Background: an optimization exercise with open tools, aiming at a short achievable clock period and few clock cycles. Do not read the settings as production practice. The RTL was checked by simulation tests, not by an equivalence proof against the original design.

### design/flow/config.mk
export PLATFORM = sky130hd
export DESIGN_NAME = Top
export DESIGN_NICKNAME = Top
export VERILOG_FILES = /design/flow/design.v
export SDC_FILE = /design/flow/constraint.sdc
export NUM_CORES = 8
export LEC_CHECK = 0
export CAP_MARGIN = 20
export CORE_MARGIN = 2
export CORE_UTILIZATION = 40
export SETUP_SLACK_MARGIN = 0.2
export SLEW_MARGIN = 20
### design/flow/constraint.sdc
create_clock -name core_clock -period 11.0 [get_ports {clock}]
set_input_delay 2.2000 -clock core_clock [delete_from_list [all_inputs] [get_ports {clock}]]
set_output_delay 2.2000 -clock core_clock [all_outputs]
set_load 0.01 [all_outputs]
### design/flow/design.v
module Pc(
  input         clock,
  input         reset,
  input  [63:0] io_in,
  output [63:0] io_out,
  output [63:0] io_pc4
);
  reg [63:0] reg_;  
  assign io_out = reg_;  
  assign io_pc4 = $signed(reg_) + 64'sh4;  
  always @(posedge clock) begin
    if (reset) begin  
      reg_ <= 64'sh0;  
    end else begin
      reg_ <= io_in;  
    end
  end
endmodule
module RegFiles(
  input         clock,
  input         reset,
  input         io_reg_write,
  input  [4:0]  io_rs1,
  input  [4:0]  io_rs2,
  input  [4:0]  io_rd,
  input  [63:0] io_w_data,
  output [63:0] io_r_data1,
  output [63:0] io_r_data2
);
  reg [63:0] registers_0;  
  reg [63:0] registers_1;  
  reg [63:0] registers_2;  
  reg [63:0] registers_3;  
  reg [63:0] registers_4;  
  reg [63:0] registers_5;  
  reg [63:0] registers_6;  
  reg [63:0] registers_7;  
  reg [63:0] registers_8;  
  reg [63:0] registers_9;  
  reg [63:0] registers_10;  
  reg [63:0] registers_11;  
  reg [63:0] registers_12;  
  reg [63:0] registers_13;  
  reg [63:0] registers_14;  
  reg [63:0] registers_15;  
  reg [63:0] registers_16;  
  reg [63:0] registers_17;  
  reg [63:0] registers_18;  
  reg [63:0] registers_19;  
  reg [63:0] registers_20;  
  reg [63:0] registers_21;  
  reg [63:0] registers_22;  
  reg [63:0] registers_23;  
  reg [63:0] registers_24;  
  reg [63:0] registers_25;  
  reg [63:0] registers_26;  
  reg [63:0] registers_27;  
  reg [63:0] registers_28;  
  reg [63:0] registers_29;  
  reg [63:0] registers_30;  
  reg [63:0] registers_31;  
  wire [63:0] _GEN_1 = 5'h1 == io_rs1 ? $signed(registers_1) : $signed(registers_0);  
  wire [63:0] _GEN_2 = 5'h2 == io_rs1 ? $signed(registers_2) : $signed(_GEN_1);  
  wire [63:0] _GEN_3 = 5'h3 == io_rs1 ? $signed(registers_3) : $signed(_GEN_2);  
  wire [63:0] _GEN_4 = 5'h4 == io_rs1 ? $signed(registers_4) : $signed(_GEN_3);  
  wire [63:0] _GEN_5 = 5'h5 == io_rs1 ? $signed(registers_5) : $signed(_GEN_4);  
  wire [63:0] _GEN_6 = 5'h6 == io_rs1 ? $signed(registers_6) : $signed(_GEN_5);  
  wire [63:0] _GEN_7 = 5'h7 == io_rs1 ? $signed(registers_7) : $signed(_GEN_6);  
  wire [63:0] _GEN_8 = 5'h8 == io_rs1 ? $signed(registers_8) : $signed(_GEN_7);  
  wire [63:0] _GEN_9 = 5'h9 == io_rs1 ? $signed(registers_9) : $signed(_GEN_8);  
  wire [63:0] _GEN_10 = 5'ha == io_rs1 ? $signed(registers_10) : $signed(_GEN_9);  
  wire [63:0] _GEN_11 = 5'hb == io_rs1 ? $signed(registers_11) : $signed(_GEN_10);  
  wire [63:0] _GEN_12 = 5'hc == io_rs1 ? $signed(registers_12) : $signed(_GEN_11);  
  wire [63:0] _GEN_13 = 5'hd == io_rs1 ? $signed(registers_13) : $signed(_GEN_12);  
  wire [63:0] _GEN_14 = 5'he == io_rs1 ? $signed(registers_14) : $signed(_GEN_13);  
  wire [63:0] _GEN_15 = 5'hf == io_rs1 ? $signed(registers_15) : $signed(_GEN_14);  
  wire [63:0] _GEN_16 = 5'h10 == io_rs1 ? $signed(registers_16) : $signed(_GEN_15);  
  wire [63:0] _GEN_17 = 5'h11 == io_rs1 ? $signed(registers_17) : $signed(_GEN_16);  
  wire [63:0] _GEN_18 = 5'h12 == io_rs1 ? $signed(registers_18) : $signed(_GEN_17);  
  wire [63:0] _GEN_19 = 5'h13 == io_rs1 ? $signed(registers_19) : $signed(_GEN_18);  
  wire [63:0] _GEN_20 = 5'h14 == io_rs1 ? $signed(registers_20) : $signed(_GEN_19);  
  wire [63:0] _GEN_21 = 5'h15 == io_rs1 ? $signed(registers_21) : $signed(_GEN_20);  
  wire [63:0] _GEN_22 = 5'h16 == io_rs1 ? $signed(registers_22) : $signed(_GEN_21);  
  wire [63:0] _GEN_23 = 5'h17 == io_rs1 ? $signed(registers_23) : $signed(_GEN_22);  
  wire [63:0] _GEN_24 = 5'h18 == io_rs1 ? $signed(registers_24) : $signed(_GEN_23);  
  wire [63:0] _GEN_25 = 5'h19 == io_rs1 ? $signed(registers_25) : $signed(_GEN_24);  
  wire [63:0] _GEN_26 = 5'h1a == io_rs1 ? $signed(registers_26) : $signed(_GEN_25);  
  wire [63:0] _GEN_27 = 5'h1b == io_rs1 ? $signed(registers_27) : $signed(_GEN_26);  
  wire [63:0] _GEN_28 = 5'h1c == io_rs1 ? $signed(registers_28) : $signed(_GEN_27);  
  wire [63:0] _GEN_29 = 5'h1d == io_rs1 ? $signed(registers_29) : $signed(_GEN_28);  
  wire [63:0] _GEN_30 = 5'h1e == io_rs1 ? $signed(registers_30) : $signed(_GEN_29);  
  wire [63:0] _GEN_33 = 5'h1 == io_rs2 ? $signed(registers_1) : $signed(registers_0);  
  wire [63:0] _GEN_34 = 5'h2 == io_rs2 ? $signed(registers_2) : $signed(_GEN_33);  
  wire [63:0] _GEN_35 = 5'h3 == io_rs2 ? $signed(registers_3) : $signed(_GEN_34);  
  wire [63:0] _GEN_36 = 5'h4 == io_rs2 ? $signed(registers_4) : $signed(_GEN_35);  
  wire [63:0] _GEN_37 = 5'h5 == io_rs2 ? $signed(registers_5) : $signed(_GEN_36);  
  wire [63:0] _GEN_38 = 5'h6 == io_rs2 ? $signed(registers_6) : $signed(_GEN_37);  
  wire [63:0] _GEN_39 = 5'h7 == io_rs2 ? $signed(registers_7) : $signed(_GEN_38);  
  wire [63:0] _GEN_40 = 5'h8 == io_rs2 ? $signed(registers_8) : $signed(_GEN_39);  
  wire [63:0] _GEN_41 = 5'h9 == io_rs2 ? $signed(registers_9) : $signed(_GEN_40);  
  wire [63:0] _GEN_42 = 5'ha == io_rs2 ? $signed(registers_10) : $signed(_GEN_41);  
  wire [63:0] _GEN_43 = 5'hb == io_rs2 ? $signed(registers_11) : $signed(_GEN_42);  
  wire [63:0] _GEN_44 = 5'hc == io_rs2 ? $signed(registers_12) : $signed(_GEN_43);  
  wire [63:0] _GEN_45 = 5'hd == io_rs2 ? $signed(registers_13) : $signed(_GEN_44);  
  wire [63:0] _GEN_46 = 5'he == io_rs2 ? $signed(registers_14) : $signed(_GEN_45);  
  wire [63:0] _GEN_47 = 5'hf == io_rs2 ? $signed(registers_15) : $signed(_GEN_46);  
  wire [63:0] _GEN_48 = 5'h10 == io_rs2 ? $signed(registers_16) : $signed(_GEN_47);  
  wire [63:0] _GEN_49 = 5'h11 == io_rs2 ? $signed(registers_17) : $signed(_GEN_48);  
  wire [63:0] _GEN_50 = 5'h12 == io_rs2 ? $signed(registers_18) : $signed(_GEN_49);  
  wire [63:0] _GEN_51 = 5'h13 == io_rs2 ? $signed(registers_19) : $signed(_GEN_50);  
  wire [63:0] _GEN_52 = 5'h14 == io_rs2 ? $signed(registers_20) : $signed(_GEN_51);  
  wire [63:0] _GEN_53 = 5'h15 == io_rs2 ? $signed(registers_21) : $signed(_GEN_52);  
  wire [63:0] _GEN_54 = 5'h16 == io_rs2 ? $signed(registers_22) : $signed(_GEN_53);  
  wire [63:0] _GEN_55 = 5'h17 == io_rs2 ? $signed(registers_23) : $signed(_GEN_54);  
  wire [63:0] _GEN_56 = 5'h18 == io_rs2 ? $signed(registers_24) : $signed(_GEN_55);  
  wire [63:0] _GEN_57 = 5'h19 == io_rs2 ? $signed(registers_25) : $signed(_GEN_56);  
  wire [63:0] _GEN_58 = 5'h1a == io_rs2 ? $signed(registers_26) : $signed(_GEN_57);  
  wire [63:0] _GEN_59 = 5'h1b == io_rs2 ? $signed(registers_27) : $signed(_GEN_58);  
  wire [63:0] _GEN_60 = 5'h1c == io_rs2 ? $signed(registers_28) : $signed(_GEN_59);  
  wire [63:0] _GEN_61 = 5'h1d == io_rs2 ? $signed(registers_29) : $signed(_GEN_60);  
  wire [63:0] _GEN_62 = 5'h1e == io_rs2 ? $signed(registers_30) : $signed(_GEN_61);  
  assign io_r_data1 = 5'h1f == io_rs1 ? $signed(registers_31) : $signed(_GEN_30);  
  assign io_r_data2 = 5'h1f == io_rs2 ? $signed(registers_31) : $signed(_GEN_62);  
  always @(posedge clock) begin
    if (reset) begin  
      registers_0 <= 64'sh0;  
    end else if (io_reg_write) begin  
      if (io_rd != 5'h0) begin  
        if (5'h0 == io_rd) begin  
          registers_0 <= io_w_data;  
        end else begin
          registers_0 <= 64'sh0;  
        end
      end else begin
        registers_0 <= 64'sh0;  
      end
    end else begin
      registers_0 <= 64'sh0;  
    end
    if (reset) begin  
      registers_1 <= 64'sh0;  
    end else if (io_reg_write) begin  
      if (io_rd != 5'h0) begin  
        if (5'h1 == io_rd) begin  
          registers_1 <= io_w_data;  
        end
      end
    end
    if (reset) begin  
      registers_2 <= 64'sh0;  
    end else if (io_reg_write) begin  
      if (io_rd != 5'h0) begin  
        if (5'h2 == io_rd) begin  
          registers_2 <= io_w_data;  
        end
      end
    end
    if (reset) begin  
      registers_3 <= 64'sh0;  
    end else if (io_reg_write) begin  
      if (io_rd != 5'h0) begin  
        if (5'h3 == io_rd) begin  
          registers_3 <= io_w_data;  
        end
      end
    end
    if (reset) begin  
      registers_4 <= 64'sh0;  
    end else if (io_reg_write) begin  
      if (io_rd != 5'h0) begin  
        if (5'h4 == io_rd) begin  
          registers_4 <= io_w_data;  
        end
      end
    end
    if (reset) begin  
      registers_5 <= 64'sh0;  
    end else if (io_reg_write) begin  
      if (io_rd != 5'h0) begin  
        if (5'h5 == io_rd) begin  
          registers_5 <= io_w_data;  
        end
      end
    end
    if (reset) begin  
      registers_6 <= 64'sh0;  
    end else if (io_reg_write) begin  
      if (io_rd != 5'h0) begin  
        if (5'h6 == io_rd) begin  
          registers_6 <= io_w_data;  
        end
      end
    end
    if (reset) begin  
      registers_7 <= 64'sh0;  
    end else if (io_reg_write) begin  
      if (io_rd != 5'h0) begin  
        if (5'h7 == io_rd) begin  
          registers_7 <= io_w_data;  
        end
      end
    end
    if (reset) begin  
      registers_8 <= 64'sh0;  
    end else if (io_reg_write) begin  
      if (io_rd != 5'h0) begin  
        if (5'h8 == io_rd) begin  
          registers_8 <= io_w_data;  
        end
      end
    end
    if (reset) begin  
      registers_9 <= 64'sh0;  
    end else if (io_reg_write) begin  
      if (io_rd != 5'h0) begin  
        if (5'h9 == io_rd) begin  
          registers_9 <= io_w_data;  
        end
      end
    end
    if (reset) begin  
      registers_10 <= 64'sh0;  
    end else if (io_reg_write) begin  
      if (io_rd != 5'h0) begin  
        if (5'ha == io_rd) begin  
          registers_10 <= io_w_data;  
        end
      end
    end
    if (reset) begin  
      registers_11 <= 64'sh0;  
    end else if (io_reg_write) begin  
      if (io_rd != 5'h0) begin  
        if (5'hb == io_rd) begin  
          registers_11 <= io_w_data;  
        end
      end
    end
    if (reset) begin  
      registers_12 <= 64'sh0;  
    end else if (io_reg_write) begin  
      if (io_rd != 5'h0) begin  
        if (5'hc == io_rd) begin  
          registers_12 <= io_w_data;  
        end
      end
    end
    if (reset) begin  
      registers_13 <= 64'sh0;  
    end else if (io_reg_write) begin  
      if (io_rd != 5'h0) begin  
        if (5'hd == io_rd) begin  
          registers_13 <= io_w_data;  
        end
      end
    end
    if (reset) begin  
      registers_14 <= 64'sh0;  
    end else if (io_reg_write) begin  
      if (io_rd != 5'h0) begin  
        if (5'he == io_rd) begin  
          registers_14 <= io_w_data;  
        end
      end
    end
    if (reset) begin  
      registers_15 <= 64'sh0;  
    end else if (io_reg_write) begin  
      if (io_rd != 5'h0) begin  
        if (5'hf == io_rd) begin  
          registers_15 <= io_w_data;  
        end
      end
    end
    if (reset) begin  
      registers_16 <= 64'sh0;  
    end else if (io_reg_write) begin  
      if (io_rd != 5'h0) begin  
        if (5'h10 == io_rd) begin  
          registers_16 <= io_w_data;  
        end
      end
    end
    if (reset) begin  
      registers_17 <= 64'sh0;  
    end else if (io_reg_write) begin  
      if (io_rd != 5'h0) begin  
        if (5'h11 == io_rd) begin  
          registers_17 <= io_w_data;  
        end
      end
    end
    if (reset) begin  
      registers_18 <= 64'sh0;  
    end else if (io_reg_write) begin  
      if (io_rd != 5'h0) begin  
        if (5'h12 == io_rd) begin  
          registers_18 <= io_w_data;  
        end
      end
    end
    if (reset) begin  
      registers_19 <= 64'sh0;  
    end else if (io_reg_write) begin  
      if (io_rd != 5'h0) begin  
        if (5'h13 == io_rd) begin  
          registers_19 <= io_w_data;  
        end
      end
    end
    if (reset) begin  
      registers_20 <= 64'sh0;  
    end else if (io_reg_write) begin  
      if (io_rd != 5'h0) begin  
        if (5'h14 == io_rd) begin  
          registers_20 <= io_w_data;  
        end
      end
    end
    if (reset) begin  
      registers_21 <= 64'sh0;  
    end else if (io_reg_write) begin  
      if (io_rd != 5'h0) begin  
        if (5'h15 == io_rd) begin  
          registers_21 <= io_w_data;  
        end
      end
    end
    if (reset) begin  
      registers_22 <= 64'sh0;  
    end else if (io_reg_write) begin  
      if (io_rd != 5'h0) begin  
        if (5'h16 == io_rd) begin  
          registers_22 <= io_w_data;  
        end
      end
    end
    if (reset) begin  
      registers_23 <= 64'sh0;  
    end else if (io_reg_write) begin  
      if (io_rd != 5'h0) begin  
        if (5'h17 == io_rd) begin  
          registers_23 <= io_w_data;  
        end
      end
    end
    if (reset) begin  
      registers_24 <= 64'sh0;  
    end else if (io_reg_write) begin  
      if (io_rd != 5'h0) begin  
        if (5'h18 == io_rd) begin  
          registers_24 <= io_w_data;  
        end
      end
    end
    if (reset) begin  
      registers_25 <= 64'sh0;  
    end else if (io_reg_write) begin  
      if (io_rd != 5'h0) begin  
        if (5'h19 == io_rd) begin  
          registers_25 <= io_w_data;  
        end
      end
    end
    if (reset) begin  
      registers_26 <= 64'sh0;  
    end else if (io_reg_write) begin  
      if (io_rd != 5'h0) begin  
        if (5'h1a == io_rd) begin  
          registers_26 <= io_w_data;  
        end
      end
    end
    if (reset) begin  
      registers_27 <= 64'sh0;  
    end else if (io_reg_write) begin  
      if (io_rd != 5'h0) begin  
        if (5'h1b == io_rd) begin  
          registers_27 <= io_w_data;  
        end
      end
    end
    if (reset) begin  
      registers_28 <= 64'sh0;  
    end else if (io_reg_write) begin  
      if (io_rd != 5'h0) begin  
        if (5'h1c == io_rd) begin  
          registers_28 <= io_w_data;  
        end
      end
    end
    if (reset) begin  
      registers_29 <= 64'sh0;  
    end else if (io_reg_write) begin  
      if (io_rd != 5'h0) begin  
        if (5'h1d == io_rd) begin  
          registers_29 <= io_w_data;  
        end
      end
    end
    if (reset) begin  
      registers_30 <= 64'sh0;  
    end else if (io_reg_write) begin  
      if (io_rd != 5'h0) begin  
        if (5'h1e == io_rd) begin  
          registers_30 <= io_w_data;  
        end
      end
    end
    if (reset) begin  
      registers_31 <= 64'sh0;  
    end else if (io_reg_write) begin  
      if (io_rd != 5'h0) begin  
        if (5'h1f == io_rd) begin  
          registers_31 <= io_w_data;  
        end
      end
    end
  end
endmodule
module Alu(
  input  [63:0] io_oper_a,
  input  [63:0] io_oper_b,
  input  [4:0]  io_alu_ctrl,
  output [63:0] io_result,
  output        io_zero
);
  wire [63:0] _res_T_1 = $signed(io_oper_a) & $signed(io_oper_b);  
  wire [63:0] _res_T_3 = $signed(io_oper_a) | $signed(io_oper_b);  
  wire [63:0] _res_T_6 = $signed(io_oper_a) + $signed(io_oper_b);  
  wire [63:0] _res_T_9 = $signed(io_oper_a) - $signed(io_oper_b);  
  wire [63:0] _GEN_0 = 5'h6 == io_alu_ctrl ? $signed(_res_T_9) : $signed(64'sh0);  
  wire [63:0] _GEN_1 = 5'h2 == io_alu_ctrl ? $signed(_res_T_6) : $signed(_GEN_0);  
  wire [63:0] _GEN_2 = 5'h1 == io_alu_ctrl ? $signed(_res_T_3) : $signed(_GEN_1);  
  wire [63:0] res = 5'h0 == io_alu_ctrl ? $signed(_res_T_1) : $signed(_GEN_2);  
  assign io_result = 5'h0 == io_alu_ctrl ? $signed(_res_T_1) : $signed(_GEN_2);  
  assign io_zero = $signed(res) == 64'sh0;  
endmodule
module AluCtrl(
  input  [1:0] io_alu_op,
  input  [2:0] io_fun3,
  input        io_fun7,
  output [3:0] io_alu_ctrl
);
  wire [3:0] _io_alu_ctrl_T = {1'h0,io_fun7,2'h2};  
  wire [3:0] _GEN_0 = 3'h0 == io_fun3 ? _io_alu_ctrl_T : 4'h0;  
  wire [3:0] _GEN_1 = 3'h6 == io_fun3 ? 4'h1 : _GEN_0;  
  wire [3:0] _GEN_2 = 3'h7 == io_fun3 ? 4'h0 : _GEN_1;  
  wire [3:0] _GEN_3 = 2'h2 == io_alu_op ? _GEN_2 : 4'h0;  
  wire [3:0] _GEN_4 = 2'h1 == io_alu_op ? 4'h6 : _GEN_3;  
  assign io_alu_ctrl = 2'h0 == io_alu_op ? 4'h2 : _GEN_4;  
endmodule
module Ctrl(
  input  [31:0] io_inst,
  output        io_alu_src,
  output        io_mem_to_reg,
  output        io_reg_write,
  output        io_mem_read,
  output        io_mem_write,
  output        io_branch,
  output [1:0]  io_alu_op
);
  wire [6:0] opcode = io_inst[6:0];  
  wire  _io_alu_src_T_1 = ~io_inst[6];  
  wire  _io_mem_to_reg_T_4 = _io_alu_src_T_1 & ~io_inst[5];  
  wire  _io_mem_to_reg_T_6 = ~io_inst[4];  
  wire  _io_reg_write_T_5 = io_inst[5] & _io_mem_to_reg_T_6;  
  wire  alu_op0 = io_inst[6] & io_inst[5] & _io_mem_to_reg_T_6;  
  wire  alu_op1 = _io_alu_src_T_1 & io_inst[4];  
  assign io_alu_src = ~io_inst[6] & ~(io_inst[5] & io_inst[4]);  
  assign io_mem_to_reg = _io_alu_src_T_1 & ~io_inst[5] & ~io_inst[4];  
  assign io_reg_write = _io_alu_src_T_1 & ~(io_inst[5] & _io_mem_to_reg_T_6);  
  assign io_mem_read = _io_mem_to_reg_T_4 & _io_mem_to_reg_T_6;  
  assign io_mem_write = _io_alu_src_T_1 & _io_reg_write_T_5;  
  assign io_branch = opcode[6];  
  assign io_alu_op = {alu_op1,alu_op0};  
endmodule
module ImmGen(
  input  [31:0] io_instruction,
  output [63:0] io_i_imm,
  output [63:0] io_s_imm,
  output [63:0] io_b_imm,
  output [63:0] io_u_imm,
  output [63:0] io_j_imm
);
  wire [11:0] i_imm_12 = io_instruction[31:20];  
  wire [51:0] _i_imm_32_T_2 = i_imm_12[11] ? 52'hfffffffffffff : 52'h0;  
  wire [4:0] s_lower_half = io_instruction[11:7];  
  wire [6:0] s_upper_half = io_instruction[31:25];  
  wire [11:0] s_imm_12 = {s_upper_half,s_lower_half};  
  wire [51:0] _s_imm_64_T_2 = s_imm_12[11] ? 52'hfffffffffffff : 52'h0;  
  wire [3:0] sb_lower_half = io_instruction[11:8];  
  wire [5:0] sb_upper_half = io_instruction[30:25];  
  wire  sb_11thbit = io_instruction[7];  
  wire  sb_12thbit = io_instruction[31];  
  wire [12:0] sb_imm_13 = {sb_12thbit,sb_11thbit,sb_upper_half,sb_lower_half,1'h0};  
  wire [50:0] _sb_imm_64_T_2 = sb_imm_13[12] ? 51'h7ffffffffffff : 51'h0;  
  wire [19:0] u_imm_20 = io_instruction[31:12];  
  wire [43:0] _u_imm_64_T_2 = u_imm_20[19] ? 44'hfffffffffff : 44'h0;  
  wire [63:0] u_imm_64 = {_u_imm_64_T_2,u_imm_20};  
  wire [75:0] _GEN_0 = {u_imm_64, 12'h0};  
  wire [78:0] _io_u_imm_T = {{3'd0}, _GEN_0};  
  wire [9:0] uj_lower_half = io_instruction[30:21];  
  wire  uj_11thbit = io_instruction[20];  
  wire [7:0] uj_upper_half = io_instruction[19:12];  
  wire [20:0] uj_imm_21 = {sb_12thbit,uj_upper_half,uj_11thbit,uj_lower_half,1'h0};  
  wire [42:0] _uj_imm_64_T_2 = uj_imm_21[20] ? 43'h7ffffffffff : 43'h0;  
  assign io_i_imm = {_i_imm_32_T_2,i_imm_12};  
  assign io_s_imm = {_s_imm_64_T_2,s_upper_half,s_lower_half};  
  assign io_b_imm = {_sb_imm_64_T_2,sb_12thbit,sb_11thbit,sb_upper_half,sb_lower_half,1'h0};  
  assign io_u_imm = _io_u_imm_T[63:0];  
  assign io_j_imm = {_uj_imm_64_T_2,sb_12thbit,uj_upper_half,uj_11thbit,uj_lower_half,1'h0};  
endmodule
module Top(
  input         clock,
  input         reset,
  output [9:0]  imem_addr,
  input  [31:0] imem_inst,
  output [9:0]  dmem_addr,
  output [63:0] dmem_wdata,
  output        dmem_we,
  input  [63:0] dmem_rdata
);
  wire  pc_clock;  
  wire  pc_reset;  
  wire [63:0] pc_io_in;  
  wire [63:0] pc_io_out;  
  wire [63:0] pc_io_pc4;  
  wire [9:0] imem_io_address;  
  wire [31:0] imem_io_inst;  
  wire  reg_files_clock;  
  wire  reg_files_reset;  
  wire  reg_files_io_reg_write;  
  wire [4:0] reg_files_io_rs1;  
  wire [4:0] reg_files_io_rs2;  
  wire [4:0] reg_files_io_rd;  
  wire [63:0] reg_files_io_w_data;  
  wire [63:0] reg_files_io_r_data1;  
  wire [63:0] reg_files_io_r_data2;  
  wire [63:0] alu_io_oper_a;  
  wire [63:0] alu_io_oper_b;  
  wire [4:0] alu_io_alu_ctrl;  
  wire [63:0] alu_io_result;  
  wire  alu_io_zero;  
  wire [1:0] alu_ctrl_io_alu_op;  
  wire [2:0] alu_ctrl_io_fun3;  
  wire  alu_ctrl_io_fun7;  
  wire [3:0] alu_ctrl_io_alu_ctrl;  
  wire [31:0] ctrl_io_inst;  
  wire  ctrl_io_alu_src;  
  wire  ctrl_io_mem_to_reg;  
  wire  ctrl_io_reg_write;  
  wire  ctrl_io_mem_read;  
  wire  ctrl_io_mem_write;  
  wire  ctrl_io_branch;  
  wire [1:0] ctrl_io_alu_op;  
  wire [31:0] imm_gen_io_instruction;  
  wire [63:0] imm_gen_io_i_imm;  
  wire [63:0] imm_gen_io_s_imm;  
  wire [63:0] imm_gen_io_b_imm;  
  wire [63:0] imm_gen_io_u_imm;  
  wire [63:0] imm_gen_io_j_imm;  
  wire  dmem_io_mem_write;  
  wire  dmem_io_mem_read;  
  wire [9:0] dmem_io_address;  
  wire [63:0] dmem_io_write_data;  
  wire [63:0] dmem_io_read_data;  
  wire [63:0] _GEN_0 = imem_io_inst[6:0] == 7'h37 ? $signed(imm_gen_io_u_imm) : $signed(64'sh0);  
  wire [63:0] _GEN_1 = imem_io_inst[6:0] == 7'h17 ? $signed(imm_gen_io_u_imm) : $signed(_GEN_0);  
  wire [63:0] _GEN_2 = imem_io_inst[6:0] == 7'h6f ? $signed(imm_gen_io_j_imm) : $signed(_GEN_1);  
  wire [63:0] _GEN_3 = imem_io_inst[6:0] == 7'h63 ? $signed(imm_gen_io_b_imm) : $signed(_GEN_2);  
  wire [63:0] _GEN_4 = imem_io_inst[6:0] == 7'h23 ? $signed(imm_gen_io_s_imm) : $signed(_GEN_3);  
  wire [63:0] _GEN_5 = imem_io_inst[6:0] == 7'h13 ? $signed(imm_gen_io_i_imm) : $signed(_GEN_4);  
  wire [63:0] imm = imem_io_inst[6:0] == 7'h3 ? $signed(imm_gen_io_i_imm) : $signed(_GEN_5);  
  wire [63:0] _pc_io_in_T_2 = $signed(pc_io_out) + $signed(imm);  
  Pc pc (  
    .clock(pc_clock),
    .reset(pc_reset),
    .io_in(pc_io_in),
    .io_out(pc_io_out),
    .io_pc4(pc_io_pc4)
  );
  RegFiles reg_files (  
    .clock(reg_files_clock),
    .reset(reg_files_reset),
    .io_reg_write(reg_files_io_reg_write),
    .io_rs1(reg_files_io_rs1),
    .io_rs2(reg_files_io_rs2),
    .io_rd(reg_files_io_rd),
    .io_w_data(reg_files_io_w_data),
    .io_r_data1(reg_files_io_r_data1),
    .io_r_data2(reg_files_io_r_data2)
  );
  Alu alu (  
    .io_oper_a(alu_io_oper_a),
    .io_oper_b(alu_io_oper_b),
    .io_alu_ctrl(alu_io_alu_ctrl),
    .io_result(alu_io_result),
    .io_zero(alu_io_zero)
  );
  AluCtrl alu_ctrl (  
    .io_alu_op(alu_ctrl_io_alu_op),
    .io_fun3(alu_ctrl_io_fun3),
    .io_fun7(alu_ctrl_io_fun7),
    .io_alu_ctrl(alu_ctrl_io_alu_ctrl)
  );
  Ctrl ctrl (  
    .io_inst(ctrl_io_inst),
    .io_alu_src(ctrl_io_alu_src),
    .io_mem_to_reg(ctrl_io_mem_to_reg),
    .io_reg_write(ctrl_io_reg_write),
    .io_mem_read(ctrl_io_mem_read),
    .io_mem_write(ctrl_io_mem_write),
    .io_branch(ctrl_io_branch),
    .io_alu_op(ctrl_io_alu_op)
  );
  ImmGen imm_gen (  
    .io_instruction(imm_gen_io_instruction),
    .io_i_imm(imm_gen_io_i_imm),
    .io_s_imm(imm_gen_io_s_imm),
    .io_b_imm(imm_gen_io_b_imm),
    .io_u_imm(imm_gen_io_u_imm),
    .io_j_imm(imm_gen_io_j_imm)
  );
  assign imem_addr = imem_io_address;
  assign imem_io_inst = imem_inst;
  assign dmem_addr = dmem_io_address;
  assign dmem_wdata = dmem_io_write_data;
  assign dmem_we = dmem_io_mem_write & ~dmem_io_mem_read;  
  assign dmem_io_read_data = dmem_rdata;
  assign pc_clock = clock;
  assign pc_reset = reset;
  assign pc_io_in = alu_io_zero & ctrl_io_branch ? $signed(_pc_io_in_T_2) : $signed(pc_io_pc4);  
  assign imem_io_address = pc_io_out[11:2];  
  assign reg_files_clock = clock;
  assign reg_files_reset = reset;
  assign reg_files_io_reg_write = ctrl_io_reg_write;  
  assign reg_files_io_rs1 = imem_io_inst[19:15];  
  assign reg_files_io_rs2 = imem_io_inst[24:20];  
  assign reg_files_io_rd = imem_io_inst[11:7];  
  assign reg_files_io_w_data = ctrl_io_mem_to_reg ? $signed(dmem_io_read_data) : $signed(alu_io_result);  
  assign alu_io_oper_a = reg_files_io_r_data1;  
  assign alu_io_oper_b = ctrl_io_alu_src ? $signed(imm) : $signed(reg_files_io_r_data2);  
  assign alu_io_alu_ctrl = {{1'd0}, alu_ctrl_io_alu_ctrl};  
  assign alu_ctrl_io_alu_op = ctrl_io_alu_op;  
  assign alu_ctrl_io_fun3 = imem_io_inst[14:12];  
  assign alu_ctrl_io_fun7 = imem_io_inst[30];  
  assign ctrl_io_inst = imem_io_inst;  
  assign imm_gen_io_instruction = imem_io_inst;  
  assign dmem_io_mem_write = ctrl_io_mem_write;  
  assign dmem_io_mem_read = ctrl_io_mem_read;  
  assign dmem_io_address = alu_io_result[11:2];  
  assign dmem_io_write_data = reg_files_io_r_data2;  
endmodule
### design/flow/run.sh
#!/bin/bash
# synth_recipe.tcl (not shown) runs the flow's synth.tcl, then flattens the netlist and writes it again
# the make line also repeats each setting of config.mk as NAME=value (left out here)
make -C /OpenROAD-flow-scripts/flow DESIGN_CONFIG=/design/flow/config.mk WORK_HOME=/design/flow/orfs CLKGATE_MAP_FILE= SYNTH_SCRIPT=/design/flow/synth_recipe.tcl finish
==> results.toml <==
[cts]
cts.path.max_buffers = 4
htree_levels = 4
cts_tree = "yes"
path_clk_slew_ns = 0.06
cts_made_buffers = 224
clock_latency_at_the_later_pin_of_the_worst_skew_pair_ns = 0.92
cts.hold.buffers_added = 0
cts_root_buf = "sky130_fd_sc_hd__clkbuf_16"
number_of_sinks_on_the_clock_net = 2060

[critical_path]
setup.worst_path.end_class = "register"
critPathSlowestCell = "sky130_fd_sc_hd__or4_1"
regToRegEndpoint = "pc.reg_[2]$_SDFF_PP0_"
cpMostUsedCell = "sky130_fd_sc_hd__buf_4"
cpLargestDelayFamily = "compound AO/OA/AOI/OAI gates"
critical-path-max-stage-delay_ns = 0.60
reg2regPathDepth = 42
reg2reg_from = "reg_files.registers_1[0]$_SDFFE_PP0P_"
critical_path_peak_fanout = 19
worst-endpoint-arrival_ns = 11.51
crit_path_start_kind = "input pin"
crit_required_ns = 11.85
setup.reg_to_reg.worst_slack_ns = 2.60
critical_path.n_buffers_inverters = 10
setup.worst_path.class = "in -> reg"

[placed_design]
finalWeightedCongestion = 0.9673
io_buffers = 182
cell_total_after_placement = 19028
dpl.hpwl_mm = 333.3

[worst_hold_path]
min-delay-path-class = "reg -> reg"
worst_hold_endpoint = "reg_files.registers_28[14]$_SDFFE_PP0P_"
hold_path.startpoint = "reg_files.registers_28[14]$_SDFFE_PP0P_"
hold-path-cell-count = 2

[yosys]
postSynthAreaPerCell_sq_um = 7.323
synth_enable_flop_cells = 0
synth-seq-area-share_pct = 37.03
synthesis.instances = 15207
postSynth.topFlopCell = "sky130_fd_sc_hd__dfxtp_1"
synth.distinct_cells = 92
netlist_area_sq_mm = 0.1114
ys_seq_elements = 2060
yosysWarningCount = 2
synthArstFlopShare_pct = 0

[cells_and_area]
mostFrequentLayoutCell = "sky130_fd_sc_hd__nand2_1"
layoutNonFillerInstCount = 19461
final_layout_size_suffix_gt1_share_pct = 14.40
area_delta_synth_final_pct = 20.60
final_util_pct = 48.53
layout_common_cells = "sky130_fd_sc_hd__nand2_1 (2440), sky130_fd_sc_hd__dfxtp_1 (2060), sky130_fd_sc_hd__nor2_1 (1994), sky130_fd_sc_hd__a21oi_1 (1906), sky130_fd_sc_hd__buf_4 (1344)"
num-nets-final = 15877

[die]
floorplan.core_area_sq_mm = 0.2767
die_area_sq_mm = 0.2826
placement_rows = 193
dieHeight_um = 531.6
initial_utilization_pct = 40.24
die_width_um = 531.6
floorplan.io_pins = 183

[outcome]
outcome = "complete, no violations"

[grt]
grt_antenna_before_repair = 15
grt_util_all_layers_pct = 32.01
grt_pass1_vias = 108993
global_route_wire_length_before_repair_mm = 709.3
overflow = 0
largest_net_degree_at_the_start_of_global_routing = 201

[detailed_routing]
wire_per_inst_um = 24.55
drc_errors = 0
drt-initial-drc-count = 14502
postRouteWirelength_mm = 477.7
vias = 118443
vias_per_cell = 6.086
final_antenna_net_count = 0
iteration_count_of_the_initial_detailed_routing_pass = 9

[timing]
total_setup_violations_reported_at_the_end_of_the_flow = 0
hold_ws_ns = 0.4664
rel_slew_slack_pct = 22.98
clock_skew_ns = 0.07326
rsz0062_at_grt = "yes"
final_number_of_hold_violating_endpoints = 0
timing_worst_slew_pin_value_ns = 1.155
finalMaxSlewViolations = 0
final_period_minus_worst_setup_slack_ns = 10.65
timing.fmax_ghz = 0.09388
final_min_period_over_clock_period_pct = 96.83

[job]
max_cap_viols = 0

[pwr]
vdd_drop_max_mv = 0.1650
power_density_mw_per_mm2 = 161.2
p_leak_uw = 0.05010
total_power_consumption_of_the_routed_design_uw = 21650
## cells in the mapped netlist, types with 88 or more instances
library cell               count  area share, %
sky130_fd_sc_hd__buf_1       155           0.52
sky130_fd_sc_hd__ha_1        203            2.3
sky130_fd_sc_hd__a22oi_1     333            2.2
sky130_fd_sc_hd__clkbuf_1   1410            4.8
sky130_fd_sc_hd__nor3_1      209           0.94
sky130_fd_sc_hd__nor2_1     2058            6.9
sky130_fd_sc_hd__mux2i_1     277            2.5
sky130_fd_sc_hd__dfxtp_1    2060             37
sky130_fd_sc_hd__a21oi_1    1954            8.8
sky130_fd_sc_hd__o221ai_1     88           0.69
sky130_fd_sc_hd__nand2_1    2488            8.4
sky130_fd_sc_hd__o21ai_0     491            2.2
sky130_fd_sc_hd__a22o_1      193            1.5
sky130_fd_sc_hd__a211oi_1   1099            7.4
sky130_fd_sc_hd__o22ai_1     456            2.6
sky130_fd_sc_hd__o211ai_1     90           0.61
sky130_fd_sc_hd__a221oi_1    208            1.6
sky130_fd_sc_hd__inv_1       202           0.68
sky130_fd_sc_hd__nand3_1     186           0.84
## metrics by stage
stage	area, sq um	TNS (ns)	setup slack [ns]
3_5_place_dp	125800	-161.60	-1.343
5_1_grt	134300	0	0.1346
4_1_cts	133600	0	0.1206
6_report	134300	0	0.3482
3_3_place_gp	125800	-168.18	-1.353
2_1_floorplan	111600	0	1.064
## routing by layer
| layer | track usage (%) | part of all wire, % | up-vias |
|---|---|---|---|
| met1 | 43.24 | 42 | 56230 |
| li1 | - | - | 55308 |
| met5 | 0 | 0.0054 | - |
| met4 | 15.32 | 5.4 | 4 |
| met2 | 50.14 | 45 | 5749 |
| met3 | 4.397 | 8.3 | 1152 |
## report_power, final
part	switching (uW)	internal [uW]
combinational	3930	2390
sequential	65.0	7540
clock	3240	4480
total	7230	14400
## what timing repair did
| action | CTS | global route |
|---|---|---|
| setup buffers | 12 | 6 |
| pin swaps | 28 | 66 |
| hold endpoints to repair | 0 | 0 |
| endpoints found under the setup margin | 52 | 145 |
| gates resized for setup | 69 | 130 |
| cloned | 1 | 2 |
## tightest hold or removal path, delay by kind of cell (launching register included)
kind / cells / cell delay, ns
AOI/OAI and AO/OA: 1 / 0.05
DFF: 1 / 0.32
and+or+nand+nor: 1 / 0.05
## kinds of logic (layout without fill, tap and decap cells)
kind of cell | after synthesis | count (layout) | share of synthesized area, %
DFF | 2060 | 2060 | 37.03
adders and majority gates | 206 | 206 | 2.335
xor gates and xnor gates | 59 | 59 | 0.4640
muxes | 353 | 353 | 3.289
AOI/OAI and AO/OA | 5435 | 5436 | 31.56
buffers and inverters | 1783 | 2263 | 6.051
and+or+nand+nor | 5310 | 5310 | 19.26
other | 1 | 69 | 0.003367
## how the worst max path moves through the flow
stage / start / end / slack (ns) / depth (start not counted)
2_1_floorplan: imem_inst[20] / pc.reg_[0]$_SDFFE_PP0P_ / 1.06 / 34
3_5_place_dp: imem_inst[24] / reg_files.registers_20[63]$_SDFFE_PP0P_ / -1.34 / 41
4_1_cts: imem_inst[23] / dmem_addr[8] / 0.12 / 30
3_3_place_gp: imem_inst[24] / reg_files.registers_3[63]$_SDFFE_PP0P_ / -1.35 / 41
5_1_grt: imem_inst[23] / pc.reg_[2]$_SDFF_PP0_ / 0.13 / 43
6_report: imem_inst[23] / pc.reg_[2]$_SDFF_PP0_ / 0.35 / 39
## layout make-up
| cell class | count | area (sq um) |
|---|---|---|
| Fill cell | 27495 | 142400 |
| Multi-Input combinational cell | 11428 | 65770 |
| Sequential cell | 2060 | 41240 |
| Timing Repair Buffer | 1656 | 14510 |
| Clock buffer | 342 | 6723 |
| Tap cell | 3705 | 4636 |
| Inverter | 203 | 762.0 |
| Clock inverter | 62 | 660.6 |
| Antenna cell | 5 | 12.51 |
Testbench counts, summed over its fixed seeds: cycles 23,908.

[port drivers added, routing unchanged]
How much do the figures lean on ideal ports? The routed layout below was timed once more, with nothing changed but the port constraints.
Step 1 assumes that a clkbuf_16 drives the clock port and a buf_2 every other input.
Step 2 times the ports against the registers' clock, not the clock port: input delays grow and output delays shrink by t, the midpoint of the rising clock arrivals with the driver on.
Slacks: ideal ports / drivers / drivers and shift; pairs: ideal ports / drivers.
t, ns: 0.978
setup WS [ns]: 0.348 / 0.321 / -0.578
worst register clock-pin slew, ns: 0.07 / 0.07
Met with ideal ports but missed after step 2: setup timing in this run. For this run, drivers alone change the setup slack by -0.027 ns; drivers and shift together by -0.926 ns.
